This is an optimization exercise on Yosys and OpenROAD, whose aim is small area, a short achievable clock period and few clock cycles, not a production implementation. Only simulation tests tie the RTL to the original design; equivalence was not proved.

==> flow/design.v, too long to show whole: its modules and the start of the top module <==
// module Milestone_1: 195 lines
// module m1_unit_x: 316 lines
// module m1_unit_gb: 246 lines
module Milestone_1 (
   input  logic            Clock_50,
   input  logic            Resetn,
   input  logic            Initialize,
   input  logic   [15:0]   SRAM_read_data,
   output logic   [17:0]   SRAM_address,
   output logic   [15:0]   SRAM_write_data,
   output logic            SRAM_we_n,
   output logic            sim_done
);
  // ...
==> flow/flow/run.sh <==
#!/bin/bash
# Standard ORFS layout (the standard.sh, standard synthesis script) with a
# larger setup margin for OpenROAD's timing repair, so that repair works the
# design's own paths below the 14 ns constraint. The SDC is unchanged.
set -euo pipefail
MARGIN=$(cat flow/setup_margin.txt)
bash standard.sh SETUP_SLACK_MARGIN=$MARGIN finish > flow_make.log 2>&1
==> flow/flow/setup_margin.txt <==
9.5
==> flow/standard.sh <==
#!/bin/bash
# synth_recipe.tcl (not shown) runs the flow's synth.tcl, then flattens the netlist and writes it again
# the make line also repeats each setting of config.mk as NAME=value (left out here)
make -C /OpenROAD-flow-scripts/flow DESIGN_CONFIG=/design/flow/config.mk WORK_HOME=/design/flow/orfs CLKGATE_MAP_FILE= SYNTH_SCRIPT=/design/flow/synth_recipe.tcl "${@:-finish}"
==> flow/config.mk <==
export PLATFORM = sky130hd
export DESIGN_NAME = Milestone_1
export DESIGN_NICKNAME = Milestone_1
export VERILOG_FILES = /design/flow/design.v
export SDC_FILE = /design/flow/constraint.sdc
export NUM_CORES = 4
export LEC_CHECK = 0
export CAP_MARGIN = 20
export CORE_MARGIN = 2
export CORE_UTILIZATION = 40
export SLEW_MARGIN = 20
==> flow/constraint.sdc <==
create_clock -name core_clock -period 14.0 [get_ports {Clock_50}]
set_input_delay 2.8000 -clock core_clock [delete_from_list [all_inputs] [get_ports {Clock_50}]]
set_output_delay 2.8000 -clock core_clock [all_outputs]
set_load 0.01 [all_outputs]
==> run summary, run 1 <==
The run finished with no timing, DRC or antenna violations. The horizontal die dimension is approximately 240 um. The total of cells resized after clock tree synthesis is about 100. For met1 alone, demand over resource in global routing was approximately a third.

The count of cell types in the netlist is 75. The worst clock skew on the final layout is between 0.03 and 0.04 ns. The count of multi-input gates came out at 1246. The leading area contributor after synthesis is sky130_fd_sc_hd__fa_1.

Across all setup checks in the final design, the least slack found is around 9.4 ns. The final worst hold slack is 0.325 ns. The maximum achievable frequency is roughly 220 MHz. Once the floorplan was initialized, standard cells occupied 40.6% of the core. The post-synthesis sequential area ratio is between 30% and 40%.

The class of the most critical setup path is reg2reg. The wire length per cell came out at approximately 22 um. The number of nets in the finished design came out at 2465. Counting every instance in the synthesized netlist gives approximately 2000. The plain and repair buffers instantiated in the layout total between 100 and 150.

The buffer depth of the longest clock path is 3. After synthesis, the largest family of logic cells by area is adder cells. sky130_fd_sc_hd__inv_1 is the most common cell in the netlist.

The synthesized-area fraction occupied by and/or/nand/nor cells came out at approximately 7.6%. The most critical setup path has its startpoint at ph[2]. Traced cell by cell, the critical path runs through buf_12 -> nor2_4 -> inv_8 -> nor2_4 -> buf_4 -> buf_6 -> nor2_1 -> nor2_1 -> fa_1 -> inv_2 -> fa_1 -> fa_2 -> inv_2 -> fa_2 -> fa_1 -> inv_2 -> fa_2. The first-pass detailed-route iteration total came out at 5. Summing all non-filler instances in the final layout gives an area of between 20000 and 30000 um^2. In this run the worst path has a maximum fanout of 7. The worst hold path begins at f1[3].
Testbench counts, summed over its fixed seeds: cycles 774,748.
==> module Milestone_1, before the edit <==
module Milestone_1 (
   input  logic            Clock_50,
   input  logic            Resetn,
   input  logic            Initialize,
   input  logic   [15:0]   SRAM_read_data,
   output logic   [17:0]   SRAM_address,
   output logic   [15:0]   SRAM_write_data,
   output logic            SRAM_we_n,
   output logic            sim_done
);
logic        busy;          
logic        pro;           
logic [3:0]  pcnt;          
logic [4:0]  ph;            
logic        wpend;         
logic [7:0]  pcol;          
logic [15:0] y_addr;
logic [17:0] w_addr;
logic [15:0] yreg;          
logic [7:0]  uw [0:5];      
logic [7:0]  vw [0:5];      
logic [15:0] upend;         
logic [7:0]  vhold;         
logic [10:0] f1;            
logic [9:0]  f2;            
logic [7:0]  f3;
wire c0 = ph[0];
wire c1 = ph[1];
wire c2 = ph[2];
wire c3 = ph[3];
wire c4 = ph[4];
wire podd = pcol[0];
wire tail = (pcol >= 8'd156);       
wire last_col = (pcol == 8'd159);
wire [7:0] xy = c2 ? yreg[15:8] : yreg[7:0];
wire [7:0] xx = c2 ? vw[2] : f2[7:0];
wire [18:0] xa0_d, xa1_d;    
wire xac_d;                  
m1_unit_x ux (.sr(c2 | c3), .sb(c4), .sfv(c0), .sfu(c1), .y(xy), .x(xx),
              .v0(vw[0]), .v1(vw[1]), .v2(vw[2]), .v3(vw[3]), .v4(vw[4]), .v5(vw[5]),
              .u0(uw[0]), .u1(uw[1]), .u2(uw[2]), .u3(uw[3]), .u4(uw[4]), .u5(uw[5]),
              .o0(xa0_d), .o1(xa1_d), .oc(xac_d));
wire [7:0] gy = c4 ? yreg[7:0] : yreg[15:8];
wire [9:0] gu = c4 ? {f2[9:8] & {2{pcol != 8'd0}}, f2[7:0]} : {2'b00, uw[2]};
wire [7:0] gv = c4 ? f3 : c3 ? 8'd128 : vw[2];
wire [10:0] ga0_d, ga1_d;
wire gac_d;
m1_unit_gb ug (.s(c3), .y(gy), .u(gu), .v(gv), .o0(ga0_d), .o1(ga1_d), .oc(gac_d));
logic [18:0] xa0, xa1;
logic [10:0] ga0, ga1;
logic        xac, gac;
wire [18:0] xs = xa0 + xa1 + {18'd0, xac};
wire [10:0] xo = xs[18:8];
wire [10:0] go = ga0 + ga1 + {10'd0, gac};
function automatic [7:0] sat(input [10:0] o);
   sat = ~o[10] ? 8'd0 : (|o[9:8]) ? 8'hff : o[7:0];
endfunction
wire [7:0] xsat = sat(xo);
wire [7:0] gsat = sat(go);
logic [1:0] usrc, vsrc;
logic ush, vsh, upend_ld;
always_comb begin
   if (pro) begin
      ush = 1'b0; vsh = 1'b0; upend_ld = 1'b0;
      usrc = 2'd3; vsrc = 2'd2;
      case (pcnt)
         4'd2: begin vsh = 1'b1; vsrc = 2'd0; end
         4'd3: begin vsh = 1'b1; ush = 1'b1; usrc = 2'd0; upend_ld = 1'b1; end
         4'd4: begin vsh = 1'b1; ush = 1'b1; end
         4'd5: begin vsh = 1'b1; vsrc = 2'd1; ush = 1'b1; end
         4'd6: begin ush = 1'b1; usrc = 2'd2; end
         4'd7: begin vsh = 1'b1; vsrc = 2'd0; end
         4'd8: begin vsh = 1'b1; vsrc = 2'd1; ush = 1'b1; usrc = 2'd0; upend_ld = 1'b1; end
         4'd9: begin ush = 1'b1; usrc = 2'd2; upend_ld = 1'b1; end
         default: ;
      endcase
   end else begin
      ush = c4;
      vsh = c4;
      upend_ld = c4 & podd;
      usrc = tail ? 2'd3 : podd ? 2'd2 : 2'd1;
      vsrc = tail ? 2'd2 : podd ? 2'd1 : 2'd0;
   end
end
wire [7:0] unew = (usrc == 2'd0) ? SRAM_read_data[15:8] : (usrc == 2'd1) ? upend[15:8] :
                  (usrc == 2'd2) ? upend[7:0] : uw[5];
wire [7:0] vnew = (vsrc == 2'd0) ? SRAM_read_data[15:8] : (vsrc == 2'd1) ? vhold : vw[5];
wire vhold_ld = vsh & (vsrc == 2'd0);
always_ff @(posedge Clock_50) begin
   if (ush) begin
      uw[0] <= uw[1]; uw[1] <= uw[2]; uw[2] <= uw[3]; uw[3] <= uw[4]; uw[4] <= uw[5]; uw[5] <= unew;
   end
   if (vsh) begin
      vw[0] <= vw[1]; vw[1] <= vw[2]; vw[2] <= vw[3]; vw[3] <= vw[4]; vw[4] <= vw[5]; vw[5] <= vnew;
   end
   if (upend_ld) upend <= SRAM_read_data;
   if (vhold_ld) vhold <= SRAM_read_data[7:0];
   if (c0) yreg <= SRAM_read_data;
   xa0 <= xa0_d; xa1 <= xa1_d; xac <= xac_d;
   ga0 <= ga0_d; ga1 <= ga1_d; gac <= gac_d;
   f1 <= xo;
   f2 <= f1[9:0];
   f3 <= f2[7:0];
   SRAM_write_data <= c3 ? {xsat, gsat} : {gsat, xsat};
end
logic       uv_v;
logic [1:0] uv_k;
always_comb begin
   uv_v = 1'b1; uv_k = 2'd2;
   if (pro) begin
      case (pcnt)
         4'd0:    begin uv_v = 1'b0; uv_k = 2'd0; end
         4'd4:    begin uv_v = 1'b1; uv_k = 2'd1; end
         4'd5:    begin uv_v = 1'b0; uv_k = 2'd1; end
         default: begin uv_v = 1'b0; uv_k = 2'd2; end
      endcase
   end else if (~busy | last_col) begin
      uv_k = 2'd0;                             
   end else begin
      uv_v = ~podd;
   end
end
wire [16:0] uv_addr = {2'b00, y_addr[15:1]} + (uv_v ? 17'd57600 : 17'd38400) + {15'd0, uv_k};
always_ff @(posedge Clock_50 or negedge Resetn) begin
   if (~Resetn) begin
      busy <= 1'b0;
      pro <= 1'b0;
      pcnt <= 4'd0;
      ph <= 5'd0;
      wpend <= 1'b0;
      pcol <= 8'd0;
      y_addr <= 16'd0;
      w_addr <= 18'd146944;
      SRAM_address <= 18'd0;
      SRAM_we_n <= 1'b1;
      sim_done <= 1'b0;
   end else begin
      SRAM_we_n <= 1'b1;
      if (~busy) begin
         if (Initialize & ~sim_done) begin
            busy <= 1'b1;
            pro <= 1'b1;
            pcnt <= 4'd0;
            SRAM_address <= {1'b0, uv_addr};
         end
      end else begin
         if (ph != 5'd0) ph <= {ph[3:0], ph[4]};
         if (c4) wpend <= 1'b1;
         if (c0) wpend <= 1'b0;
         if (c3 | c4 | (c0 & wpend)) begin
            SRAM_address <= w_addr;
            SRAM_we_n <= 1'b0;
            w_addr <= w_addr + 18'd1;
         end
         if (c1 & ~pro) begin
            SRAM_address <= {1'b0, uv_addr};
            if (last_col) begin
               pro <= 1'b1;
               pcnt <= 4'd0;
            end
         end
         if (c2 & ~pro) begin
            SRAM_address <= {2'b00, y_addr};
            if (pcol != 8'd159) y_addr <= y_addr + 16'd1;
         end
         if (c4 & ~last_col) pcol <= pcol + 8'd1;
         if (pro) begin
            pcnt <= pcnt + 4'd1;
            case (pcnt)
               4'd0, 4'd5, 4'd6: SRAM_address <= {1'b0, uv_addr};
               4'd4: begin
                  ph <= 5'd0;
                  SRAM_address <= {1'b0, uv_addr};
                  if (w_addr == 18'd0) begin
                     busy <= 1'b0;
                     pro <= 1'b0;
                     sim_done <= 1'b1;
                  end
               end
               4'd7: begin
                  SRAM_address <= {2'b00, y_addr};
                  y_addr <= y_addr + 16'd1;
               end
               4'd9: begin
                  pro <= 1'b0;
                  ph <= 5'd1;
                  pcol <= 8'd0;
               end
               default: ;
            endcase
         end
      end
   end
end
endmodule
==> run 2, diff against run 1 <==
--- a/flow/design.v
+++ b/flow/design.v
@@ -16,2 +16,5 @@
 logic [4:0]  ph;            
+logic [4:0]  ph_n;
+logic        sr;            
+logic        srb;           
 logic        wpend;         
@@ -40,3 +43,3 @@
 wire xac_d;                  
-m1_unit_x ux (.sr(c2 | c3), .sb(c4), .sfv(c0), .sfu(c1), .y(xy), .x(xx),
+m1_unit_x ux (.sr(sr), .sb(c4), .srb(srb), .sfv(c0), .sfu(c1), .y(xy), .x(xx),
               .v0(vw[0]), .v1(vw[1]), .v2(vw[2]), .v3(vw[3]), .v4(vw[4]), .v5(vw[5]),
@@ -107,2 +110,8 @@
 end
+always_comb begin
+   ph_n = {ph[3:0], ph[4]};
+   if (pro & (pcnt == 4'd4)) ph_n = 5'd0;
+   if (pro & (pcnt == 4'd9)) ph_n = 5'd1;
+   if (~busy) ph_n = 5'd0;
+end
 logic       uv_v;
@@ -131,2 +140,4 @@
       ph <= 5'd0;
+      sr <= 1'b0;
+      srb <= 1'b0;
       wpend <= 1'b0;
@@ -148,3 +159,5 @@
       end else begin
-         if (ph != 5'd0) ph <= {ph[3:0], ph[4]};
+         ph <= ph_n;
+         sr <= ph_n[2] | ph_n[3];
+         srb <= ph_n[2] | ph_n[3] | ph_n[4];
          if (c4) wpend <= 1'b1;
@@ -173,3 +186,2 @@
                4'd4: begin
-                  ph <= 5'd0;
                   SRAM_address <= {1'b0, uv_addr};
@@ -187,3 +199,2 @@
                   pro <= 1'b0;
-                  ph <= 5'd1;
                   pcol <= 8'd0;
@@ -197,11 +208,11 @@
 endmodule
-module m1_unit_x(input sr, input sb, input sfv, input sfu, input [7:0] y, input [7:0] x, input [7:0] v0, v1, v2, v3, v4, v5, input [7:0] u0, u1, u2, u3, u4, u5, output [18:0] o0, output [18:0] o1, output oc);
-  wire t0 = (((sb | sr) & y[4]) | ((sfv) & v0[5]) | ((sfu) & u0[5])) ^ (((sb | sr) & y[2]) | ((sfv) & v0[3]) | ((sfu) & u0[3]));
-  wire t1 = (((sb | sr) & y[4]) | ((sfv) & v0[5]) | ((sfu) & u0[5])) & (((sb | sr) & y[2]) | ((sfv) & v0[3]) | ((sfu) & u0[3]));
-  wire t2 = (((sb | sr) & y[5]) | ((sfv) & v0[6]) | ((sfu) & u0[6])) ^ (((sb | sr) & y[3]) | ((sfv) & v0[4]) | ((sfu) & u0[4])) ^ (((sb | sr) & y[1]) | ((sfv) & v0[2]) | ((sfu) & u0[2]));
-  wire t3 = ((((sb | sr) & y[5]) | ((sfv) & v0[6]) | ((sfu) & u0[6])) & (((sb | sr) & y[3]) | ((sfv) & v0[4]) | ((sfu) & u0[4]))) | ((((sb | sr) & y[5]) | ((sfv) & v0[6]) | ((sfu) & u0[6])) & (((sb | sr) & y[1]) | ((sfv) & v0[2]) | ((sfu) & u0[2]))) | ((((sb | sr) & y[3]) | ((sfv) & v0[4]) | ((sfu) & u0[4])) & (((sb | sr) & y[1]) | ((sfv) & v0[2]) | ((sfu) & u0[2])));
-  wire t4 = (((sb | sr) & x[7]) | ((sfv) & ~v1[4]) | ((sfu) & ~u1[4])) ^ (((sb) & x[4]) | ((sr) & ~x[3]) | ((sfv) & v1[2]) | ((sfu) & u1[2])) ^ (((sr) & x[1]) | ((sfv) & ~v1[0]) | ((sfu) & ~u1[0]));
-  wire t5 = ((((sb | sr) & x[7]) | ((sfv) & ~v1[4]) | ((sfu) & ~u1[4])) & (((sb) & x[4]) | ((sr) & ~x[3]) | ((sfv) & v1[2]) | ((sfu) & u1[2]))) | ((((sb | sr) & x[7]) | ((sfv) & ~v1[4]) | ((sfu) & ~u1[4])) & (((sr) & x[1]) | ((sfv) & ~v1[0]) | ((sfu) & ~u1[0]))) | ((((sb) & x[4]) | ((sr) & ~x[3]) | ((sfv) & v1[2]) | ((sfu) & u1[2])) & (((sr) & x[1]) | ((sfv) & ~v1[0]) | ((sfu) & ~u1[0])));
-  wire t6 = (((sb | sr) & y[6]) | ((sfv) & v0[7]) | ((sfu) & u0[7])) ^ (((sb | sr) & y[4]) | ((sfv) & v0[5]) | ((sfu) & u0[5])) ^ (((sb | sr) & y[2]) | ((sfv) & v0[3]) | ((sfu) & u0[3]));
-  wire t7 = ((((sb | sr) & y[6]) | ((sfv) & v0[7]) | ((sfu) & u0[7])) & (((sb | sr) & y[4]) | ((sfv) & v0[5]) | ((sfu) & u0[5]))) | ((((sb | sr) & y[6]) | ((sfv) & v0[7]) | ((sfu) & u0[7])) & (((sb | sr) & y[2]) | ((sfv) & v0[3]) | ((sfu) & u0[3]))) | ((((sb | sr) & y[4]) | ((sfv) & v0[5]) | ((sfu) & u0[5])) & (((sb | sr) & y[2]) | ((sfv) & v0[3]) | ((sfu) & u0[3])));
+module m1_unit_x(input sr, input sb, input srb, input sfv, input sfu, input [7:0] y, input [7:0] x, input [7:0] v0, v1, v2, v3, v4, v5, input [7:0] u0, u1, u2, u3, u4, u5, output [18:0] o0, output [18:0] o1, output oc);
+  wire t0 = (((srb) & y[4]) | ((sfv) & v0[5]) | ((sfu) & u0[5])) ^ (((srb) & y[2]) | ((sfv) & v0[3]) | ((sfu) & u0[3]));
+  wire t1 = (((srb) & y[4]) | ((sfv) & v0[5]) | ((sfu) & u0[5])) & (((srb) & y[2]) | ((sfv) & v0[3]) | ((sfu) & u0[3]));
+  wire t2 = (((srb) & y[5]) | ((sfv) & v0[6]) | ((sfu) & u0[6])) ^ (((srb) & y[3]) | ((sfv) & v0[4]) | ((sfu) & u0[4])) ^ (((srb) & y[1]) | ((sfv) & v0[2]) | ((sfu) & u0[2]));
+  wire t3 = ((((srb) & y[5]) | ((sfv) & v0[6]) | ((sfu) & u0[6])) & (((srb) & y[3]) | ((sfv) & v0[4]) | ((sfu) & u0[4]))) | ((((srb) & y[5]) | ((sfv) & v0[6]) | ((sfu) & u0[6])) & (((srb) & y[1]) | ((sfv) & v0[2]) | ((sfu) & u0[2]))) | ((((srb) & y[3]) | ((sfv) & v0[4]) | ((sfu) & u0[4])) & (((srb) & y[1]) | ((sfv) & v0[2]) | ((sfu) & u0[2])));
+  wire t4 = (((srb) & x[7]) | ((sfv) & ~v1[4]) | ((sfu) & ~u1[4])) ^ (((sb) & x[4]) | ((sr) & ~x[3]) | ((sfv) & v1[2]) | ((sfu) & u1[2])) ^ (((sr) & x[1]) | ((sfv) & ~v1[0]) | ((sfu) & ~u1[0]));
+  wire t5 = ((((srb) & x[7]) | ((sfv) & ~v1[4]) | ((sfu) & ~u1[4])) & (((sb) & x[4]) | ((sr) & ~x[3]) | ((sfv) & v1[2]) | ((sfu) & u1[2]))) | ((((srb) & x[7]) | ((sfv) & ~v1[4]) | ((sfu) & ~u1[4])) & (((sr) & x[1]) | ((sfv) & ~v1[0]) | ((sfu) & ~u1[0]))) | ((((sb) & x[4]) | ((sr) & ~x[3]) | ((sfv) & v1[2]) | ((sfu) & u1[2])) & (((sr) & x[1]) | ((sfv) & ~v1[0]) | ((sfu) & ~u1[0])));
+  wire t6 = (((srb) & y[6]) | ((sfv) & v0[7]) | ((sfu) & u0[7])) ^ (((srb) & y[4]) | ((sfv) & v0[5]) | ((sfu) & u0[5])) ^ (((srb) & y[2]) | ((sfv) & v0[3]) | ((sfu) & u0[3]));
+  wire t7 = ((((srb) & y[6]) | ((sfv) & v0[7]) | ((sfu) & u0[7])) & (((srb) & y[4]) | ((sfv) & v0[5]) | ((sfu) & u0[5]))) | ((((srb) & y[6]) | ((sfv) & v0[7]) | ((sfu) & u0[7])) & (((srb) & y[2]) | ((sfv) & v0[3]) | ((sfu) & u0[3]))) | ((((srb) & y[4]) | ((sfv) & v0[5]) | ((sfu) & u0[5])) & (((srb) & y[2]) | ((sfv) & v0[3]) | ((sfu) & u0[3])));
   wire t8 = (((sb) & x[5]) | ((sr) & ~x[4]) | ((sfv) & ~v1[5]) | ((sfu) & ~u1[5])) ^ (((sr) & x[2]) | ((sfv) & v1[3]) | ((sfu) & u1[3])) ^ (((sr) & ~x[0]) | ((sfv) & ~v1[1]) | ((sfu) & ~u1[1]));
@@ -212,22 +223,22 @@
   wire t13 = (((sfv) & ~v3[7]) | ((sfu) & ~u3[7])) & (((sfv) & v3[2]) | ((sfu) & u3[2]));
-  wire t14 = (1'b1) ^ (((sb | sr) & y[7]) | ((sfv) & v0[6]) | ((sfu) & u0[6])) ^ (((sb | sr) & y[5]) | ((sfv) & v0[4]) | ((sfu) & u0[4]));
-  wire t15 = ((1'b1) & (((sb | sr) & y[7]) | ((sfv) & v0[6]) | ((sfu) & u0[6]))) | ((1'b1) & (((sb | sr) & y[5]) | ((sfv) & v0[4]) | ((sfu) & u0[4]))) | ((((sb | sr) & y[7]) | ((sfv) & v0[6]) | ((sfu) & u0[6])) & (((sb | sr) & y[5]) | ((sfv) & v0[4]) | ((sfu) & u0[4])));
-  wire t16 = (((sb | sr) & y[3]) | ((sfv) & ~v1[6]) | ((sfu) & ~u1[6])) ^ (((sb | sr) & y[0]) | ((sfv) & v1[4]) | ((sfu) & u1[4])) ^ (((sb) & x[6]) | ((sr) & ~x[5]) | ((sfv) & ~v1[2]) | ((sfu) & ~u1[2]));
-  wire t17 = ((((sb | sr) & y[3]) | ((sfv) & ~v1[6]) | ((sfu) & ~u1[6])) & (((sb | sr) & y[0]) | ((sfv) & v1[4]) | ((sfu) & u1[4]))) | ((((sb | sr) & y[3]) | ((sfv) & ~v1[6]) | ((sfu) & ~u1[6])) & (((sb) & x[6]) | ((sr) & ~x[5]) | ((sfv) & ~v1[2]) | ((sfu) & ~u1[2]))) | ((((sb | sr) & y[0]) | ((sfv) & v1[4]) | ((sfu) & u1[4])) & (((sb) & x[6]) | ((sr) & ~x[5]) | ((sfv) & ~v1[2]) | ((sfu) & ~u1[2])));
+  wire t14 = (1'b1) ^ (((srb) & y[7]) | ((sfv) & v0[6]) | ((sfu) & u0[6])) ^ (((srb) & y[5]) | ((sfv) & v0[4]) | ((sfu) & u0[4]));
+  wire t15 = ((1'b1) & (((srb) & y[7]) | ((sfv) & v0[6]) | ((sfu) & u0[6]))) | ((1'b1) & (((srb) & y[5]) | ((sfv) & v0[4]) | ((sfu) & u0[4]))) | ((((srb) & y[7]) | ((sfv) & v0[6]) | ((sfu) & u0[6])) & (((srb) & y[5]) | ((sfv) & v0[4]) | ((sfu) & u0[4])));
+  wire t16 = (((srb) & y[3]) | ((sfv) & ~v1[6]) | ((sfu) & ~u1[6])) ^ (((srb) & y[0]) | ((sfv) & v1[4]) | ((sfu) & u1[4])) ^ (((sb) & x[6]) | ((sr) & ~x[5]) | ((sfv) & ~v1[2]) | ((sfu) & ~u1[2]));
+  wire t17 = ((((srb) & y[3]) | ((sfv) & ~v1[6]) | ((sfu) & ~u1[6])) & (((srb) & y[0]) | ((sfv) & v1[4]) | ((sfu) & u1[4]))) | ((((srb) & y[3]) | ((sfv) & ~v1[6]) | ((sfu) & ~u1[6])) & (((sb) & x[6]) | ((sr) & ~x[5]) | ((sfv) & ~v1[2]) | ((sfu) & ~u1[2]))) | ((((srb) & y[0]) | ((sfv) & v1[4]) | ((sfu) & u1[4])) & (((sb) & x[6]) | ((sr) & ~x[5]) | ((sfv) & ~v1[2]) | ((sfu) & ~u1[2])));
   wire t18 = (((sr) & x[3]) | ((sfv) & v2[3]) | ((sfu) & u2[3])) ^ (((sr) & ~x[1]) | ((sfv) & v2[1]) | ((sfu) & u2[1])) ^ (((sfv) & v3[3]) | ((sfu) & u3[3]));
   wire t19 = ((((sr) & x[3]) | ((sfv) & v2[3]) | ((sfu) & u2[3])) & (((sr) & ~x[1]) | ((sfv) & v2[1]) | ((sfu) & u2[1]))) | ((((sr) & x[3]) | ((sfv) & v2[3]) | ((sfu) & u2[3])) & (((sfv) & v3[3]) | ((sfu) & u3[3]))) | ((((sr) & ~x[1]) | ((sfv) & v2[1]) | ((sfu) & u2[1])) & (((sfv) & v3[3]) | ((sfu) & u3[3])));
-  wire t20 = ((sb | sfu | sfv) | ((sr) & ~x[6])) ^ (((sb | sr) & y[6]) | ((sfv) & v0[7]) | ((sfu) & u0[7])) ^ (((sb | sr) & y[4]) | ((sfv) & v0[5]) | ((sfu) & u0[5]));
-  wire t21 = (((sb | sfu | sfv) | ((sr) & ~x[6])) & (((sb | sr) & y[6]) | ((sfv) & v0[7]) | ((sfu) & u0[7]))) | (((sb | sfu | sfv) | ((sr) & ~x[6])) & (((sb | sr) & y[4]) | ((sfv) & v0[5]) | ((sfu) & u0[5]))) | ((((sb | sr) & y[6]) | ((sfv) & v0[7]) | ((sfu) & u0[7])) & (((sb | sr) & y[4]) | ((sfv) & v0[5]) | ((sfu) & u0[5])));
-  wire t22 = (((sb | sr) & y[1]) | ((sfv) & ~v1[7]) | ((sfu) & ~u1[7])) ^ (((sb | sr) & x[0]) | ((sfv) & v1[5]) | ((sfu) & u1[5])) ^ (((sb) & x[7]) | ((sr) & x[4]) | ((sfv) & ~v1[3]) | ((sfu) & ~u1[3]));
-  wire t23 = ((((sb | sr) & y[1]) | ((sfv) & ~v1[7]) | ((sfu) & ~u1[7])) & (((sb | sr) & x[0]) | ((sfv) & v1[5]) | ((sfu) & u1[5]))) | ((((sb | sr) & y[1]) | ((sfv) & ~v1[7]) | ((sfu) & ~u1[7])) & (((sb) & x[7]) | ((sr) & x[4]) | ((sfv) & ~v1[3]) | ((sfu) & ~u1[3]))) | ((((sb | sr) & x[0]) | ((sfv) & v1[5]) | ((sfu) & u1[5])) & (((sb) & x[7]) | ((sr) & x[4]) | ((sfv) & ~v1[3]) | ((sfu) & ~u1[3])));
+  wire t20 = ((sb | sfu | sfv) | ((sr) & ~x[6])) ^ (((srb) & y[6]) | ((sfv) & v0[7]) | ((sfu) & u0[7])) ^ (((srb) & y[4]) | ((sfv) & v0[5]) | ((sfu) & u0[5]));
+  wire t21 = (((sb | sfu | sfv) | ((sr) & ~x[6])) & (((srb) & y[6]) | ((sfv) & v0[7]) | ((sfu) & u0[7]))) | (((sb | sfu | sfv) | ((sr) & ~x[6])) & (((srb) & y[4]) | ((sfv) & v0[5]) | ((sfu) & u0[5]))) | ((((srb) & y[6]) | ((sfv) & v0[7]) | ((sfu) & u0[7])) & (((srb) & y[4]) | ((sfv) & v0[5]) | ((sfu) & u0[5])));
+  wire t22 = (((srb) & y[1]) | ((sfv) & ~v1[7]) | ((sfu) & ~u1[7])) ^ (((srb) & x[0]) | ((sfv) & v1[5]) | ((sfu) & u1[5])) ^ (((sb) & x[7]) | ((sr) & x[4]) | ((sfv) & ~v1[3]) | ((sfu) & ~u1[3]));
+  wire t23 = ((((srb) & y[1]) | ((sfv) & ~v1[7]) | ((sfu) & ~u1[7])) & (((srb) & x[0]) | ((sfv) & v1[5]) | ((sfu) & u1[5]))) | ((((srb) & y[1]) | ((sfv) & ~v1[7]) | ((sfu) & ~u1[7])) & (((sb) & x[7]) | ((sr) & x[4]) | ((sfv) & ~v1[3]) | ((sfu) & ~u1[3]))) | ((((srb) & x[0]) | ((sfv) & v1[5]) | ((sfu) & u1[5])) & (((sb) & x[7]) | ((sr) & x[4]) | ((sfv) & ~v1[3]) | ((sfu) & ~u1[3])));
   wire t24 = (((sr) & ~x[2]) | ((sfv) & v2[4]) | ((sfu) & u2[4])) ^ (((sfv) & v2[2]) | ((sfu) & u2[2]));
   wire t25 = (((sr) & ~x[2]) | ((sfv) & v2[4]) | ((sfu) & u2[4])) & (((sfv) & v2[2]) | ((sfu) & u2[2]));
-  wire t26 = (((sb | sr) & y[7]) | (sfu | sfv)) ^ (((sb | sr) & y[5]) | ((sfv) & v0[6]) | ((sfu) & u0[6]));
-  wire t27 = (((sb | sr) & y[7]) | (sfu | sfv)) & (((sb | sr) & y[5]) | ((sfv) & v0[6]) | ((sfu) & u0[6]));
-  wire t28 = (((sb | sr) & y[3]) | ((sfv) & v0[4]) | ((sfu) & u0[4])) ^ (((sb | sr) & y[1]) | ((sfv) & v0[2]) | ((sfu) & u0[2])) ^ (((sb | sr) & x[5]) | ((sfv) & v0[0]) | ((sfu) & u0[0]));
-  wire t29 = ((((sb | sr) & y[3]) | ((sfv) & v0[4]) | ((sfu) & u0[4])) & (((sb | sr) & y[1]) | ((sfv) & v0[2]) | ((sfu) & u0[2]))) | ((((sb | sr) & y[3]) | ((sfv) & v0[4]) | ((sfu) & u0[4])) & (((sb | sr) & x[5]) | ((sfv) & v0[0]) | ((sfu) & u0[0]))) | ((((sb | sr) & y[1]) | ((sfv) & v0[2]) | ((sfu) & u0[2])) & (((sb | sr) & x[5]) | ((sfv) & v0[0]) | ((sfu) & u0[0])));
+  wire t26 = (((srb) & y[7]) | (sfu | sfv)) ^ (((srb) & y[5]) | ((sfv) & v0[6]) | ((sfu) & u0[6]));
+  wire t27 = (((srb) & y[7]) | (sfu | sfv)) & (((srb) & y[5]) | ((sfv) & v0[6]) | ((sfu) & u0[6]));
+  wire t28 = (((srb) & y[3]) | ((sfv) & v0[4]) | ((sfu) & u0[4])) ^ (((srb) & y[1]) | ((sfv) & v0[2]) | ((sfu) & u0[2])) ^ (((srb) & x[5]) | ((sfv) & v0[0]) | ((sfu) & u0[0]));
+  wire t29 = ((((srb) & y[3]) | ((sfv) & v0[4]) | ((sfu) & u0[4])) & (((srb) & y[1]) | ((sfv) & v0[2]) | ((sfu) & u0[2]))) | ((((srb) & y[3]) | ((sfv) & v0[4]) | ((sfu) & u0[4])) & (((srb) & x[5]) | ((sfv) & v0[0]) | ((sfu) & u0[0]))) | ((((srb) & y[1]) | ((sfv) & v0[2]) | ((sfu) & u0[2])) & (((srb) & x[5]) | ((sfv) & v0[0]) | ((sfu) & u0[0])));
   wire t30 = (((sb) & x[7]) | ((sr) & ~x[1]) | ((sfv) & ~v1[2]) | ((sfu) & ~u1[2])) ^ (((sb) & x[2]) | ((sfv) & v1[0]) | ((sfu) & u1[0]) | (sr));
   wire t31 = (((sb) & x[7]) | ((sr) & ~x[1]) | ((sfv) & ~v1[2]) | ((sfu) & ~u1[2])) & (((sb) & x[2]) | ((sfv) & v1[0]) | ((sfu) & u1[0]) | (sr));
-  wire t32 = (t0) ^ (((sb | sr) & y[0]) | ((sfv) & v0[1]) | ((sfu) & u0[1])) ^ (((sb | sr) & x[6]) | ((sfv) & ~v1[3]) | ((sfu) & ~u1[3]));
-  wire t33 = ((t0) & (((sb | sr) & y[0]) | ((sfv) & v0[1]) | ((sfu) & u0[1]))) | ((t0) & (((sb | sr) & x[6]) | ((sfv) & ~v1[3]) | ((sfu) & ~u1[3]))) | ((((sb | sr) & y[0]) | ((sfv) & v0[1]) | ((sfu) & u0[1])) & (((sb | sr) & x[6]) | ((sfv) & ~v1[3]) | ((sfu) & ~u1[3])));
+  wire t32 = (t0) ^ (((srb) & y[0]) | ((sfv) & v0[1]) | ((sfu) & u0[1])) ^ (((srb) & x[6]) | ((sfv) & ~v1[3]) | ((sfu) & ~u1[3]));
+  wire t33 = ((t0) & (((srb) & y[0]) | ((sfv) & v0[1]) | ((sfu) & u0[1]))) | ((t0) & (((srb) & x[6]) | ((sfv) & ~v1[3]) | ((sfu) & ~u1[3]))) | ((((srb) & y[0]) | ((sfv) & v0[1]) | ((sfu) & u0[1])) & (((srb) & x[6]) | ((sfv) & ~v1[3]) | ((sfu) & ~u1[3])));
   wire t34 = (((sb) & x[3]) | ((sr) & ~x[2]) | ((sfv) & v1[1]) | ((sfu) & u1[1])) ^ (((sr) & x[0]) | ((sfv) & ~v2[5]) | ((sfu) & ~u2[5])) ^ (((sfv) & v2[0]) | ((sfu) & u2[0]));
@@ -270,4 +281,4 @@
   wire t71 = ((t21) & (t23)) | ((t21) & (t25)) | ((t23) & (t25));
-  wire t72 = (t26) ^ (((sb | sr) & y[2]) | ((sfv) & v1[6]) | ((sfu) & u1[6])) ^ (((sb | sr) & x[1]) | ((sfv) & ~v1[4]) | ((sfu) & ~u1[4]));
-  wire t73 = ((t26) & (((sb | sr) & y[2]) | ((sfv) & v1[6]) | ((sfu) & u1[6]))) | ((t26) & (((sb | sr) & x[1]) | ((sfv) & ~v1[4]) | ((sfu) & ~u1[4]))) | ((((sb | sr) & y[2]) | ((sfv) & v1[6]) | ((sfu) & u1[6])) & (((sb | sr) & x[1]) | ((sfv) & ~v1[4]) | ((sfu) & ~u1[4])));
+  wire t72 = (t26) ^ (((srb) & y[2]) | ((sfv) & v1[6]) | ((sfu) & u1[6])) ^ (((srb) & x[1]) | ((sfv) & ~v1[4]) | ((sfu) & ~u1[4]));
+  wire t73 = ((t26) & (((srb) & y[2]) | ((sfv) & v1[6]) | ((sfu) & u1[6]))) | ((t26) & (((srb) & x[1]) | ((sfv) & ~v1[4]) | ((sfu) & ~u1[4]))) | ((((srb) & y[2]) | ((sfv) & v1[6]) | ((sfu) & u1[6])) & (((srb) & x[1]) | ((sfv) & ~v1[4]) | ((sfu) & ~u1[4])));
   wire t74 = (((sr) & ~x[7]) | ((sfv) & v2[5]) | ((sfu) & u2[5])) ^ (((sr) & x[5]) | ((sfv) & v2[3]) | ((sfu) & u2[3])) ^ (((sr) & ~x[3]) | ((sfv) & v3[5]) | ((sfu) & u3[5]));
@@ -276,16 +287,16 @@
   wire t77 = ((((sfv) & v3[3]) | ((sfu) & u3[3])) & (((sfv) & v4[6]) | ((sfu) & u4[6]))) | ((((sfv) & v3[3]) | ((sfu) & u3[3])) & (((sfv) & ~v4[4]) | ((sfu) & ~u4[4]))) | ((((sfv) & v4[6]) | ((sfu) & u4[6])) & (((sfv) & ~v4[4]) | ((sfu) & ~u4[4])));
-  wire t78 = (t27) ^ (((sb | sr) & y[6]) | ((sfv) & v0[7]) | ((sfu) & u0[7])) ^ (((sb | sr) & y[3]) | ((sfv) & v1[7]) | ((sfu) & u1[7]));
-  wire t79 = ((t27) & (((sb | sr) & y[6]) | ((sfv) & v0[7]) | ((sfu) & u0[7]))) | ((t27) & (((sb | sr) & y[3]) | ((sfv) & v1[7]) | ((sfu) & u1[7]))) | ((((sb | sr) & y[6]) | ((sfv) & v0[7]) | ((sfu) & u0[7])) & (((sb | sr) & y[3]) | ((sfv) & v1[7]) | ((sfu) & u1[7])));
-  wire t80 = (((sb | sr) & x[2]) | ((sfv) & ~v1[5]) | ((sfu) & ~u1[5])) ^ ((sb | sr) | ((sfv) & v2[6]) | ((sfu) & u2[6])) ^ (((sr) & x[6]) | ((sfv) & v2[4]) | ((sfu) & u2[4]));
-  wire t81 = ((((sb | sr) & x[2]) | ((sfv) & ~v1[5]) | ((sfu) & ~u1[5])) & ((sb | sr) | ((sfv) & v2[6]) | ((sfu) & u2[6]))) | ((((sb | sr) & x[2]) | ((sfv) & ~v1[5]) | ((sfu) & ~u1[5])) & (((sr) & x[6]) | ((sfv) & v2[4]) | ((sfu) & u2[4]))) | (((sb | sr) | ((sfv) & v2[6]) | ((sfu) & u2[6])) & (((sr) & x[6]) | ((sfv) & v2[4]) | ((sfu) & u2[4])));
+  wire t78 = (t27) ^ (((srb) & y[6]) | ((sfv) & v0[7]) | ((sfu) & u0[7])) ^ (((srb) & y[3]) | ((sfv) & v1[7]) | ((sfu) & u1[7]));
+  wire t79 = ((t27) & (((srb) & y[6]) | ((sfv) & v0[7]) | ((sfu) & u0[7]))) | ((t27) & (((srb) & y[3]) | ((sfv) & v1[7]) | ((sfu) & u1[7]))) | ((((srb) & y[6]) | ((sfv) & v0[7]) | ((sfu) & u0[7])) & (((srb) & y[3]) | ((sfv) & v1[7]) | ((sfu) & u1[7])));
+  wire t80 = (((srb) & x[2]) | ((sfv) & ~v1[5]) | ((sfu) & ~u1[5])) ^ ((srb) | ((sfv) & v2[6]) | ((sfu) & u2[6])) ^ (((sr) & x[6]) | ((sfv) & v2[4]) | ((sfu) & u2[4]));
+  wire t81 = ((((srb) & x[2]) | ((sfv) & ~v1[5]) | ((sfu) & ~u1[5])) & ((srb) | ((sfv) & v2[6]) | ((sfu) & u2[6]))) | ((((srb) & x[2]) | ((sfv) & ~v1[5]) | ((sfu) & ~u1[5])) & (((sr) & x[6]) | ((sfv) & v2[4]) | ((sfu) & u2[4]))) | (((srb) | ((sfv) & v2[6]) | ((sfu) & u2[6])) & (((sr) & x[6]) | ((sfv) & v2[4]) | ((sfu) & u2[4])));
   wire t82 = (((sr) & ~x[4]) | ((sfv) & v3[6]) | ((sfu) & u3[6])) ^ (((sfv) & v3[4]) | ((sfu) & u3[4])) ^ (((sfv) & v4[7]) | ((sfu) & u4[7]));
   wire t83 = ((((sr) & ~x[4]) | ((sfv) & v3[6]) | ((sfu) & u3[6])) & (((sfv) & v3[4]) | ((sfu) & u3[4]))) | ((((sr) & ~x[4]) | ((sfv) & v3[6]) | ((sfu) & u3[6])) & (((sfv) & v4[7]) | ((sfu) & u4[7]))) | ((((sfv) & v3[4]) | ((sfu) & u3[4])) & (((sfv) & v4[7]) | ((sfu) & u4[7])));
-  wire t84 = ((sfu | sfv | sr)) ^ (((sb | sr) & y[7]) | ((sfv) & ~v1[6]) | ((sfu) & ~u1[6]));
-  wire t85 = ((sfu | sfv | sr)) & (((sb | sr) & y[7]) | ((sfv) & ~v1[6]) | ((sfu) & ~u1[6]));
-  wire t86 = (((sb | sr) & y[1]) | ((sfv) & v0[2]) | ((sfu) & u0[2])) ^ (((sb | sr) & x[3]) | ((sfv) & v0[0]) | ((sfu) & u0[0])) ^ (((sr) & x[6]) | ((sb) & x[5]) | ((sfv) & ~v1[0]) | ((sfu) & ~u1[0]));
-  wire t87 = ((((sb | sr) & y[1]) | ((sfv) & v0[2]) | ((sfu) & u0[2])) & (((sb | sr) & x[3]) | ((sfv) & v0[0]) | ((sfu) & u0[0]))) | ((((sb | sr) & y[1]) | ((sfv) & v0[2]) | ((sfu) & u0[2])) & (((sr) & x[6]) | ((sb) & x[5]) | ((sfv) & ~v1[0]) | ((sfu) & ~u1[0]))) | ((((sb | sr) & x[3]) | ((sfv) & v0[0]) | ((sfu) & u0[0])) & (((sr) & x[6]) | ((sb) & x[5]) | ((sfv) & ~v1[0]) | ((sfu) & ~u1[0])));
-  wire t88 = (1'b1) ^ (((sb | sr) & y[2]) | ((sfv) & v0[3]) | ((sfu) & u0[3])) ^ (((sb | sr) & y[0]) | ((sfv) & v0[1]) | ((sfu) & u0[1]));
-  wire t89 = ((1'b1) & (((sb | sr) & y[2]) | ((sfv) & v0[3]) | ((sfu) & u0[3]))) | ((1'b1) & (((sb | sr) & y[0]) | ((sfv) & v0[1]) | ((sfu) & u0[1]))) | ((((sb | sr) & y[2]) | ((sfv) & v0[3]) | ((sfu) & u0[3])) & (((sb | sr) & y[0]) | ((sfv) & v0[1]) | ((sfu) & u0[1])));
-  wire t90 = (((sb | sr) & x[4]) | ((sfv) & ~v1[1]) | ((sfu) & ~u1[1])) ^ (((sr) & x[7]) | ((sb) & x[6]) | ((sfv) & ~v2[3]) | ((sfu) & ~u2[3])) ^ (((sb) & x[1]) | ((sr) & ~x[0]) | ((sfv) & ~v3[3]) | ((sfu) & ~u3[3]));
-  wire t91 = ((((sb | sr) & x[4]) | ((sfv) & ~v1[1]) | ((sfu) & ~u1[1])) & (((sr) & x[7]) | ((sb) & x[6]) | ((sfv) & ~v2[3]) | ((sfu) & ~u2[3]))) | ((((sb | sr) & x[4]) | ((sfv) & ~v1[1]) | ((sfu) & ~u1[1])) & (((sb) & x[1]) | ((sr) & ~x[0]) | ((sfv) & ~v3[3]) | ((sfu) & ~u3[3]))) | ((((sr) & x[7]) | ((sb) & x[6]) | ((sfv) & ~v2[3]) | ((sfu) & ~u2[3])) & (((sb) & x[1]) | ((sr) & ~x[0]) | ((sfv) & ~v3[3]) | ((sfu) & ~u3[3])));
+  wire t84 = ((sfu | sfv | sr)) ^ (((srb) & y[7]) | ((sfv) & ~v1[6]) | ((sfu) & ~u1[6]));
+  wire t85 = ((sfu | sfv | sr)) & (((srb) & y[7]) | ((sfv) & ~v1[6]) | ((sfu) & ~u1[6]));
+  wire t86 = (((srb) & y[1]) | ((sfv) & v0[2]) | ((sfu) & u0[2])) ^ (((srb) & x[3]) | ((sfv) & v0[0]) | ((sfu) & u0[0])) ^ (((sr) & x[6]) | ((sb) & x[5]) | ((sfv) & ~v1[0]) | ((sfu) & ~u1[0]));
+  wire t87 = ((((srb) & y[1]) | ((sfv) & v0[2]) | ((sfu) & u0[2])) & (((srb) & x[3]) | ((sfv) & v0[0]) | ((sfu) & u0[0]))) | ((((srb) & y[1]) | ((sfv) & v0[2]) | ((sfu) & u0[2])) & (((sr) & x[6]) | ((sb) & x[5]) | ((sfv) & ~v1[0]) | ((sfu) & ~u1[0]))) | ((((srb) & x[3]) | ((sfv) & v0[0]) | ((sfu) & u0[0])) & (((sr) & x[6]) | ((sb) & x[5]) | ((sfv) & ~v1[0]) | ((sfu) & ~u1[0])));
+  wire t88 = (1'b1) ^ (((srb) & y[2]) | ((sfv) & v0[3]) | ((sfu) & u0[3])) ^ (((srb) & y[0]) | ((sfv) & v0[1]) | ((sfu) & u0[1]));
+  wire t89 = ((1'b1) & (((srb) & y[2]) | ((sfv) & v0[3]) | ((sfu) & u0[3]))) | ((1'b1) & (((srb) & y[0]) | ((sfv) & v0[1]) | ((sfu) & u0[1]))) | ((((srb) & y[2]) | ((sfv) & v0[3]) | ((sfu) & u0[3])) & (((srb) & y[0]) | ((sfv) & v0[1]) | ((sfu) & u0[1])));
+  wire t90 = (((srb) & x[4]) | ((sfv) & ~v1[1]) | ((sfu) & ~u1[1])) ^ (((sr) & x[7]) | ((sb) & x[6]) | ((sfv) & ~v2[3]) | ((sfu) & ~u2[3])) ^ (((sb) & x[1]) | ((sr) & ~x[0]) | ((sfv) & ~v3[3]) | ((sfu) & ~u3[3]));
+  wire t91 = ((((srb) & x[4]) | ((sfv) & ~v1[1]) | ((sfu) & ~u1[1])) & (((sr) & x[7]) | ((sb) & x[6]) | ((sfv) & ~v2[3]) | ((sfu) & ~u2[3]))) | ((((srb) & x[4]) | ((sfv) & ~v1[1]) | ((sfu) & ~u1[1])) & (((sb) & x[1]) | ((sr) & ~x[0]) | ((sfv) & ~v3[3]) | ((sfu) & ~u3[3]))) | ((((sr) & x[7]) | ((sb) & x[6]) | ((sfv) & ~v2[3]) | ((sfu) & ~u2[3])) & (((sb) & x[1]) | ((sr) & ~x[0]) | ((sfv) & ~v3[3]) | ((sfu) & ~u3[3])));
   wire t92 = (t28) ^ (t30) ^ (((sfv) & ~v2[4]) | ((sfu) & ~u2[4]));
@@ -340,22 +351,22 @@
   wire t141 = ((t79) & (t81)) | ((t79) & (t83)) | ((t81) & (t83));
-  wire t142 = (t84) ^ (((sb | sr) & y[4]) | ((sfv) & v2[7]) | ((sfu) & u2[7])) ^ (((sb | sr) & x[3]) | ((sfv) & v2[5]) | ((sfu) & u2[5]));
-  wire t143 = ((t84) & (((sb | sr) & y[4]) | ((sfv) & v2[7]) | ((sfu) & u2[7]))) | ((t84) & (((sb | sr) & x[3]) | ((sfv) & v2[5]) | ((sfu) & u2[5]))) | ((((sb | sr) & y[4]) | ((sfv) & v2[7]) | ((sfu) & u2[7])) & (((sb | sr) & x[3]) | ((sfv) & v2[5]) | ((sfu) & u2[5])));
+  wire t142 = (t84) ^ (((srb) & y[4]) | ((sfv) & v2[7]) | ((sfu) & u2[7])) ^ (((srb) & x[3]) | ((sfv) & v2[5]) | ((sfu) & u2[5]));
+  wire t143 = ((t84) & (((srb) & y[4]) | ((sfv) & v2[7]) | ((sfu) & u2[7]))) | ((t84) & (((srb) & x[3]) | ((sfv) & v2[5]) | ((sfu) & u2[5]))) | ((((srb) & y[4]) | ((sfv) & v2[7]) | ((sfu) & u2[7])) & (((srb) & x[3]) | ((sfv) & v2[5]) | ((sfu) & u2[5])));
   wire t144 = (((sr) & x[7]) | ((sfv) & v3[7]) | ((sfu) & u3[7])) ^ (((sr) & ~x[5]) | ((sfv) & v3[5]) | ((sfu) & u3[5])) ^ (((sfv) & ~v4[6]) | ((sfu) & ~u4[6]));
   wire t145 = ((((sr) & x[7]) | ((sfv) & v3[7]) | ((sfu) & u3[7])) & (((sr) & ~x[5]) | ((sfv) & v3[5]) | ((sfu) & u3[5]))) | ((((sr) & x[7]) | ((sfv) & v3[7]) | ((sfu) & u3[7])) & (((sfv) & ~v4[6]) | ((sfu) & ~u4[6]))) | ((((sr) & ~x[5]) | ((sfv) & v3[5]) | ((sfu) & u3[5])) & (((sfv) & ~v4[6]) | ((sfu) & ~u4[6])));
-  wire t146 = (t85) ^ ((sb | sfu | sfv) | ((sr) & ~x[6])) ^ (((sb | sr) & y[5]) | ((sfv) & ~v1[7]) | ((sfu) & ~u1[7]));
-  wire t147 = ((t85) & ((sb | sfu | sfv) | ((sr) & ~x[6]))) | ((t85) & (((sb | sr) & y[5]) | ((sfv) & ~v1[7]) | ((sfu) & ~u1[7]))) | (((sb | sfu | sfv) | ((sr) & ~x[6])) & (((sb | sr) & y[5]) | ((sfv) & ~v1[7]) | ((sfu) & ~u1[7])));
-  wire t148 = (((sb | sr) & x[4]) | ((sfv) & v2[6]) | ((sfu) & u2[6])) ^ (((sfv) & v3[6]) | ((sfu) & u3[6]));
-  wire t149 = (((sb | sr) & x[4]) | ((sfv) & v2[6]) | ((sfu) & u2[6])) & (((sfv) & v3[6]) | ((sfu) & u3[6]));
-  wire t150 = (((sb | sr) & ~y[4])) ^ (((sb | sr) & ~x[6]));
-  wire t151 = (((sb | sr) & ~y[4])) & (((sb | sr) & ~x[6]));
-  wire t152 = (((sb | sr) & ~y[5])) ^ (((sb | sr) & ~x[7])) ^ (((sb | sr) & x[0]));
-  wire t153 = ((((sb | sr) & ~y[5])) & (((sb | sr) & ~x[7]))) | ((((sb | sr) & ~y[5])) & (((sb | sr) & x[0]))) | ((((sb | sr) & ~x[7])) & (((sb | sr) & x[0])));
-  wire t154 = ((sb | sr)) ^ (((sb) & ~x[5]) | ((sr) & x[5]));
-  wire t155 = ((sb | sr)) & (((sb) & ~x[5]) | ((sr) & x[5]));
-  wire t156 = (((sb | sr) & ~y[6]) | ((sfv) & v0[0]) | ((sfu) & u0[0])) ^ (((sb | sr) & x[1]) | ((sfv) & ~v2[0]) | ((sfu) & ~u2[0])) ^ ((sb | sr) | ((sfv) & ~v3[0]) | ((sfu) & ~u3[0]));
-  wire t157 = ((((sb | sr) & ~y[6]) | ((sfv) & v0[0]) | ((sfu) & u0[0])) & (((sb | sr) & x[1]) | ((sfv) & ~v2[0]) | ((sfu) & ~u2[0]))) | ((((sb | sr) & ~y[6]) | ((sfv) & v0[0]) | ((sfu) & u0[0])) & ((sb | sr) | ((sfv) & ~v3[0]) | ((sfu) & ~u3[0]))) | ((((sb | sr) & x[1]) | ((sfv) & ~v2[0]) | ((sfu) & ~u2[0])) & ((sb | sr) | ((sfv) & ~v3[0]) | ((sfu) & ~u3[0])));
+  wire t146 = (t85) ^ ((sb | sfu | sfv) | ((sr) & ~x[6])) ^ (((srb) & y[5]) | ((sfv) & ~v1[7]) | ((sfu) & ~u1[7]));
+  wire t147 = ((t85) & ((sb | sfu | sfv) | ((sr) & ~x[6]))) | ((t85) & (((srb) & y[5]) | ((sfv) & ~v1[7]) | ((sfu) & ~u1[7]))) | (((sb | sfu | sfv) | ((sr) & ~x[6])) & (((srb) & y[5]) | ((sfv) & ~v1[7]) | ((sfu) & ~u1[7])));
+  wire t148 = (((srb) & x[4]) | ((sfv) & v2[6]) | ((sfu) & u2[6])) ^ (((sfv) & v3[6]) | ((sfu) & u3[6]));
+  wire t149 = (((srb) & x[4]) | ((sfv) & v2[6]) | ((sfu) & u2[6])) & (((sfv) & v3[6]) | ((sfu) & u3[6]));
+  wire t150 = (((srb) & ~y[4])) ^ (((srb) & ~x[6]));
+  wire t151 = (((srb) & ~y[4])) & (((srb) & ~x[6]));
+  wire t152 = (((srb) & ~y[5])) ^ (((srb) & ~x[7])) ^ (((srb) & x[0]));
+  wire t153 = ((((srb) & ~y[5])) & (((srb) & ~x[7]))) | ((((srb) & ~y[5])) & (((srb) & x[0]))) | ((((srb) & ~x[7])) & (((srb) & x[0])));
+  wire t154 = ((srb)) ^ (((sb) & ~x[5]) | ((sr) & x[5]));
+  wire t155 = ((srb)) & (((sb) & ~x[5]) | ((sr) & x[5]));
+  wire t156 = (((srb) & ~y[6]) | ((sfv) & v0[0]) | ((sfu) & u0[0])) ^ (((srb) & x[1]) | ((sfv) & ~v2[0]) | ((sfu) & ~u2[0])) ^ ((srb) | ((sfv) & ~v3[0]) | ((sfu) & ~u3[0]));
+  wire t157 = ((((srb) & ~y[6]) | ((sfv) & v0[0]) | ((sfu) & u0[0])) & (((srb) & x[1]) | ((sfv) & ~v2[0]) | ((sfu) & ~u2[0]))) | ((((srb) & ~y[6]) | ((sfv) & v0[0]) | ((sfu) & u0[0])) & ((srb) | ((sfv) & ~v3[0]) | ((sfu) & ~u3[0]))) | ((((srb) & x[1]) | ((sfv) & ~v2[0]) | ((sfu) & ~u2[0])) & ((srb) | ((sfv) & ~v3[0]) | ((sfu) & ~u3[0])));
   wire t158 = (((sb) & ~x[6]) | ((sr) & x[6]) | ((sfv) & v5[0]) | ((sfu) & u5[0])) ^ (((sr) & x[4]) | ((sb) & x[3]));
   wire t159 = (((sb) & ~x[6]) | ((sr) & x[6]) | ((sfv) & v5[0]) | ((sfu) & u5[0])) & (((sr) & x[4]) | ((sb) & x[3]));
-  wire t160 = (((sb | sr) & ~y[7]) | (sfu | sfv)) ^ (((sb | sr) & y[0]) | ((sfv) & v0[1]) | ((sfu) & u0[1])) ^ (((sb | sr) & x[2]) | ((sfv) & ~v2[1]) | ((sfu) & ~u2[1]));
-  wire t161 = ((((sb | sr) & ~y[7]) | (sfu | sfv)) & (((sb | sr) & y[0]) | ((sfv) & v0[1]) | ((sfu) & u0[1]))) | ((((sb | sr) & ~y[7]) | (sfu | sfv)) & (((sb | sr) & x[2]) | ((sfv) & ~v2[1]) | ((sfu) & ~u2[1]))) | ((((sb | sr) & y[0]) | ((sfv) & v0[1]) | ((sfu) & u0[1])) & (((sb | sr) & x[2]) | ((sfv) & ~v2[1]) | ((sfu) & ~u2[1])));
+  wire t160 = (((srb) & ~y[7]) | (sfu | sfv)) ^ (((srb) & y[0]) | ((sfv) & v0[1]) | ((sfu) & u0[1])) ^ (((srb) & x[2]) | ((sfv) & ~v2[1]) | ((sfu) & ~u2[1]));
+  wire t161 = ((((srb) & ~y[7]) | (sfu | sfv)) & (((srb) & y[0]) | ((sfv) & v0[1]) | ((sfu) & u0[1]))) | ((((srb) & ~y[7]) | (sfu | sfv)) & (((srb) & x[2]) | ((sfv) & ~v2[1]) | ((sfu) & ~u2[1]))) | ((((srb) & y[0]) | ((sfv) & v0[1]) | ((sfu) & u0[1])) & (((srb) & x[2]) | ((sfv) & ~v2[1]) | ((sfu) & ~u2[1])));
   wire t162 = (((sb) & ~x[7]) | ((sr) & x[7]) | ((sfv) & ~v3[1]) | ((sfu) & ~u3[1])) ^ (((sr) & x[5]) | ((sb) & x[4]) | ((sfv) & v5[1]) | ((sfu) & u5[1]));
@@ -412,16 +423,16 @@
   wire t213 = ((t147) & (t149)) | ((t147) & ((sb | sfu | sfv) | ((sr) & ~x[7]))) | ((t149) & ((sb | sfu | sfv) | ((sr) & ~x[7])));
-  wire t214 = (((sb | sr) & y[6]) | ((sfv) & v2[7]) | ((sfu) & u2[7])) ^ (((sb | sr) & x[5]) | ((sfv) & v3[7]) | ((sfu) & u3[7]));
-  wire t215 = (((sb | sr) & y[6]) | ((sfv) & v2[7]) | ((sfu) & u2[7])) & (((sb | sr) & x[5]) | ((sfv) & v3[7]) | ((sfu) & u3[7]));
-  wire t216 = (((sb | sr) & y[7])) ^ (((sb | sr) & x[6]));
-  wire t217 = (((sb | sr) & y[7])) & (((sb | sr) & x[6]));
-  wire t218 = (((sb | sr) & ~y[0])) ^ (((sb | sr) & ~x[2]));
-  wire t219 = (((sb | sr) & ~y[0])) & (((sb | sr) & ~x[2]));
-  wire t220 = (((sb | sr) & ~y[1])) ^ (((sb | sr) & ~x[3])) ^ (((sb) & ~x[1]) | ((sr) & x[1]));
-  wire t221 = ((((sb | sr) & ~y[1])) & (((sb | sr) & ~x[3]))) | ((((sb | sr) & ~y[1])) & (((sb) & ~x[1]) | ((sr) & x[1]))) | ((((sb | sr) & ~x[3])) & (((sb) & ~x[1]) | ((sr) & x[1])));
-  wire t222 = (((sb | sr) & ~y[2])) ^ (((sb | sr) & ~x[4])) ^ (((sb) & ~x[2]) | ((sr) & x[2]));
-  wire t223 = ((((sb | sr) & ~y[2])) & (((sb | sr) & ~x[4]))) | ((((sb | sr) & ~y[2])) & (((sb) & ~x[2]) | ((sr) & x[2]))) | ((((sb | sr) & ~x[4])) & (((sb) & ~x[2]) | ((sr) & x[2])));
-  wire t224 = (((sb | sr) & ~y[3])) ^ (((sb | sr) & ~x[5])) ^ (((sb) & ~x[3]) | ((sr) & x[3]));
-  wire t225 = ((((sb | sr) & ~y[3])) & (((sb | sr) & ~x[5]))) | ((((sb | sr) & ~y[3])) & (((sb) & ~x[3]) | ((sr) & x[3]))) | ((((sb | sr) & ~x[5])) & (((sb) & ~x[3]) | ((sr) & x[3])));
-  wire t226 = (t150) ^ ((sb | sr)) ^ (((sb) & ~x[4]) | ((sr) & x[4]));
-  wire t227 = ((t150) & ((sb | sr))) | ((t150) & (((sb) & ~x[4]) | ((sr) & x[4]))) | (((sb | sr)) & (((sb) & ~x[4]) | ((sr) & x[4])));
+  wire t214 = (((srb) & y[6]) | ((sfv) & v2[7]) | ((sfu) & u2[7])) ^ (((srb) & x[5]) | ((sfv) & v3[7]) | ((sfu) & u3[7]));
+  wire t215 = (((srb) & y[6]) | ((sfv) & v2[7]) | ((sfu) & u2[7])) & (((srb) & x[5]) | ((sfv) & v3[7]) | ((sfu) & u3[7]));
+  wire t216 = (((srb) & y[7])) ^ (((srb) & x[6]));
+  wire t217 = (((srb) & y[7])) & (((srb) & x[6]));
+  wire t218 = (((srb) & ~y[0])) ^ (((srb) & ~x[2]));
+  wire t219 = (((srb) & ~y[0])) & (((srb) & ~x[2]));
+  wire t220 = (((srb) & ~y[1])) ^ (((srb) & ~x[3])) ^ (((sb) & ~x[1]) | ((sr) & x[1]));
+  wire t221 = ((((srb) & ~y[1])) & (((srb) & ~x[3]))) | ((((srb) & ~y[1])) & (((sb) & ~x[1]) | ((sr) & x[1]))) | ((((srb) & ~x[3])) & (((sb) & ~x[1]) | ((sr) & x[1])));
+  wire t222 = (((srb) & ~y[2])) ^ (((srb) & ~x[4])) ^ (((sb) & ~x[2]) | ((sr) & x[2]));
+  wire t223 = ((((srb) & ~y[2])) & (((srb) & ~x[4]))) | ((((srb) & ~y[2])) & (((sb) & ~x[2]) | ((sr) & x[2]))) | ((((srb) & ~x[4])) & (((sb) & ~x[2]) | ((sr) & x[2])));
+  wire t224 = (((srb) & ~y[3])) ^ (((srb) & ~x[5])) ^ (((sb) & ~x[3]) | ((sr) & x[3]));
+  wire t225 = ((((srb) & ~y[3])) & (((srb) & ~x[5]))) | ((((srb) & ~y[3])) & (((sb) & ~x[3]) | ((sr) & x[3]))) | ((((srb) & ~x[5])) & (((sb) & ~x[3]) | ((sr) & x[3])));
+  wire t226 = (t150) ^ ((srb)) ^ (((sb) & ~x[4]) | ((sr) & x[4]));
+  wire t227 = ((t150) & ((srb))) | ((t150) & (((sb) & ~x[4]) | ((sr) & x[4]))) | (((srb)) & (((sb) & ~x[4]) | ((sr) & x[4])));
   wire t228 = (t151) ^ (t152) ^ (t154);
@@ -502,8 +513,8 @@
   wire t303 = ((t257) & (t258)) | ((t257) & (t214)) | ((t258) & (t214));
-  wire t304 = (t259) ^ (t260) ^ ((sb | sr));
-  wire t305 = ((t259) & (t260)) | ((t259) & ((sb | sr))) | ((t260) & ((sb | sr)));
-  wire t306 = (t261) ^ (t217) ^ (((sb | sr) & x[7]) | (sfu | sfv));
-  wire t307 = ((t261) & (t217)) | ((t261) & (((sb | sr) & x[7]) | (sfu | sfv))) | ((t217) & (((sb | sr) & x[7]) | (sfu | sfv)));
-  wire [26:0] r0 = {((sfu | sfv)), (t307), (t305), (t303), (t301), (t299), (t297), (t295), (t293), (t291), (t289), (t287), (t285), (t283), (t281), (t279), (t277), (t275), (t273), (t271), (t269), (t267), (t265), (t263), (t262), (((sb | sr) & ~x[1])), (((sb | sr) & ~x[0]))};
-  wire [26:0] r1 = {1'b0, (1'b1), (t306), (t304), (t302), (t300), (t298), (t296), (t294), (t292), (t290), (t288), (t286), (t284), (t282), (t280), (t278), (t276), (t274), (t272), (t270), (t268), (t266), (t264), ((sr)), 1'b0, ((sb | sr))};
+  wire t304 = (t259) ^ (t260) ^ ((srb));
+  wire t305 = ((t259) & (t260)) | ((t259) & ((srb))) | ((t260) & ((srb)));
+  wire t306 = (t261) ^ (t217) ^ (((srb) & x[7]) | (sfu | sfv));
+  wire t307 = ((t261) & (t217)) | ((t261) & (((srb) & x[7]) | (sfu | sfv))) | ((t217) & (((srb) & x[7]) | (sfu | sfv)));
+  wire [26:0] r0 = {((sfu | sfv)), (t307), (t305), (t303), (t301), (t299), (t297), (t295), (t293), (t291), (t289), (t287), (t285), (t283), (t281), (t279), (t277), (t275), (t273), (t271), (t269), (t267), (t265), (t263), (t262), (((srb) & ~x[1])), (((srb) & ~x[0]))};
+  wire [26:0] r1 = {1'b0, (1'b1), (t306), (t304), (t302), (t300), (t298), (t296), (t294), (t292), (t290), (t288), (t286), (t284), (t282), (t280), (t278), (t276), (t274), (t272), (t270), (t268), (t266), (t264), ((sr)), 1'b0, ((srb))};
   wire [8:0] lo = r0[7:0] + r1[7:0];
==> flow/flow/setup_margin.txt (replaced) <==
9
==> run summary, run 2 <==
Worst path cell trace: inv_1 -> nor2_1 -> nor2b_1 -> fa_1 -> fa_1 -> inv_1 -> fa_1 -> inv_1 -> fa_1 -> fa_1 -> inv_1 -> fa_1 (was buf_12 -> nor2_4 -> inv_8 -> nor2_4 -> buf_4 -> buf_6 -> nor2_1 -> nor2_1 -> fa_1 -> inv_2 -> fa_1 -> fa_2 -> inv_2 -> fa_2 -> fa_1 -> inv_2 -> fa_2). The count of max-cap constraint violations was 0 (unchanged). The TritonCTS buffer count is 38 (was 39).

The synthesis-to-layout area growth came out at 12.6% (was 18.3%). The total number of H-tree levels is 2 (unchanged). The critical path required time is 14.43 ns (was 14.52 ns).

The maximum achievable frequency came out at 204 MHz (was 217 MHz). The timing startpoint of the critical path was sr (was ph[2]). The horizontal die dimension was 238 um (was 235 um).

Outcome: timing/DRC/antenna clean (unchanged). Most area-consuming cells after synthesis: sky130_fd_sc_hd__fa_1 (21%), sky130_fd_sc_hd__edfxtp_1 (19%), sky130_fd_sc_hd__dfxtp_1 (9.3%) (was sky130_fd_sc_hd__fa_1 (21%), sky130_fd_sc_hd__edfxtp_1 (19%), sky130_fd_sc_hd__dfxtp_1 (9.5%)). The first-pass detailed-route iteration total came out at 6 (was 5). The placed cell count is 2743 (was 2662). The total overflow reported by the global router came out at 0 (unchanged). The share of synthesized flip-flops with an asynchronous set or reset was 24.3% (was 23.8%). The final instance count without filler cells came to 2816 (was 2799). The count of cell types in the netlist came to 85 (was 75).

The initial core utilization was 40.5% (was 40.6%). The wire length per cell came out at 21.8 um (was 22.0 um). The kind of launch point of the worst setup path is a flop (unchanged). The buffer depth of the longest clock path came to 3 (unchanged). The leading area contributor after synthesis is sky130_fd_sc_hd__fa_1 (unchanged). The TritonCTS sink count is 313 (was 311).

The cell with the most instances after synthesis was sky130_fd_sc_hd__inv_1 (unchanged). The maximum fanout encountered on the critical timing path came out at 18 (was 7). The count of cells along the worst register-to-register path is 12 (was 17).

The pin count of the biggest net entering global routing was 77 (was 75). The stage delay of the slowest cell on the critical path came out at 0.86 ns (was 0.59 ns). The class of the most critical setup path is reg2reg (unchanged). The signal arrival time at the worst endpoint came to 5.34 ns (was 5.14 ns). The buffers plus inverters on the worst setup path is 4 (was 7). The beginning of the worst register-to-register path was sr (was ph[2]). The number of standard cells after synthesis came out at 2038 (was 1959). The end point of the critical path was xa1[9] (unchanged). The clock tree from TritonCTS is built (unchanged). The worst clock skew on the final layout is 0.0250 ns (was 0.0301 ns). The fraction of post-synthesis cell area in the top cell type by area came out at 21.3% (was 21.4%). The number of nets in the finished design came out at 2474 (was 2465). The first-pass GRT wire length came out at 94.5 mm (was 94.3 mm). The number of storage elements in the synthesis netlist is 313 (was 311). The final critical-path share of the clock period came out at 35.1% (was 33.0%). The post-synthesis sequential area ratio is 36.7% (was 37.3%). The cell area after synthesis is 21800 um^2 (was 21400 um^2). The nature of the critical path endpoint is a flop (unchanged). The total routing usage reported by global routing was 21.9% (was 22.3%). The sum of routed wire length over all layers came out at 61.3 mm (was 61.5 mm). The transition time of the tightest slew-check pin is 1.00 ns (was 0.979 ns). The post-detailed-route via-to-cell ratio is 5.43 (was 5.36). The remaining number of nets flagged by the antenna check after routing is 0 (unchanged).
## run 2: changes by cell type after synthesis, moves of 8 or more
cell,previous run,this run
sky130_fd_sc_hd__nand2_1,122,164
sky130_fd_sc_hd__clkbuf_1,37,56
sky130_fd_sc_hd__inv_1,334,351
sky130_fd_sc_hd__nor2_1,109,93
sky130_fd_sc_hd__nand3_1,21,33
sky130_fd_sc_hd__buf_2,12,3
sky130_fd_sc_hd__nor2b_1,13,4
sky130_fd_sc_hd__xnor2_1,48,39
sky130_fd_sc_hd__o211ai_1,2,10
## run 2: metrics by stage
stage	setup WS, ns	hold slack [ns]	util (%)	area, um^2
2_1_floorplan	9.02	0.310	-	21800
3_3_place_gp	8.71	0.312	43.0	23200
3_5_place_dp	8.56	0.312	43.0	23200
4_1_cts	9.01	0.327	45.4	24500
5_1_grt	8.95	0.341	45.6	24600
6_report	9.09	0.326	45.6	24600
## run 2: area by class of cell
| type | instances | area [um^2] | area share, % |
|---|---|---|---|
| clock buffer | 50 | 1050 | 4.25 |
| multi-input combinational | 1298 | 12300 | 49.9 |
| timing repair buffer | 89 | 852 | 3.47 |
| clock inverter | 18 | 194 | 0.789 |
| sequential | 313 | 8030 | 32.6 |
| tap | 696 | 871 | 3.54 |
| inverter | 352 | 1330 | 5.42 |
## run 2: layer usage
| metal | wire length, um | GRT usage, % | vias to the layer above |
|---|---|---|---|
| li1 | - | - | 6973 |
| met1 | 28000 | 31.4 | 7674 |
| met2 | 27600 | 33.9 | 530 |
| met3 | 3830 | 3.38 | 100 |
| met4 | 1880 | 7.83 | 0 |
| met5 | 0 | 0 | - |
## run 2: cells by family (layout without fill, tap and decap cells)
group	after synthesis	in the layout	share of synthesized area, %
compound gates	391	391	12.3
xor+xnor	72	72	2.89
fa+ha+maj	364	364	28.8
buf+inv	427	509	7.52
flops	313	313	36.7
mux	69	69	3.27
simple gates	402	402	8.46
## run 2: worst min-delay path by stage
stage	start	end	slack [ns]	cells past startpoint
6_report	f1[0]	f2[0]	0.33	0
5_1_grt	f1[3]	f2[3]	0.34	0
4_1_cts	f1[0]	f2[0]	0.33	0
3_5_place_dp	f1[3]	f2[3]	0.31	0
3_3_place_gp	f1[6]	f2[6]	0.31	0
2_1_floorplan	f1[0]	f2[0]	0.31	0
## run 2: what timing repair did
| action | in CTS | in global routing |
|---|---|---|
| endpoints found under the hold margin | 0 | 0 |
| gates cloned | 0 | 0 |
| hold buffers | 0 | 0 |
| buffers inserted | 1 | 4 |
| resized for setup | 15 | 13 |
| setup endpoints to repair | 16 | 12 |
Testbench counts of run 2, summed over its fixed seeds: cycles 774,748.

## what the ideal ports hide
Ports are ideal in the flow. The routed layouts listed here were re-timed in OpenROAD.
Step 1: set_driving_cell puts a clkbuf_16 on Clock_50 and a buf_2 on each other input, an assumption about the parent block.
Step 2 also shifts input and output timing later by t, the mid clock arrival at the registers, as if the neighbouring blocks saw the same clock.
Slacks: ideal / step 1 / step 2; pairs: ideal / step 1.
| run | t, ns | setup slack, ns | slew at the worst register clock pin (ns) |
|---|---|---|---|
| run 1 | 0.626 | 9.384 / 9.384 / 9.274 | 0.07 / 0.07 |
| run 2 | 0.621 | 9.093 / 9.093 / 9.093 | 0.06 / 0.06 |
After both steps every run listed still meets setup and hold. The setup slack of run 1, which loses most, moves by 0.000 ns with the drivers and by -0.110 ns with both steps.
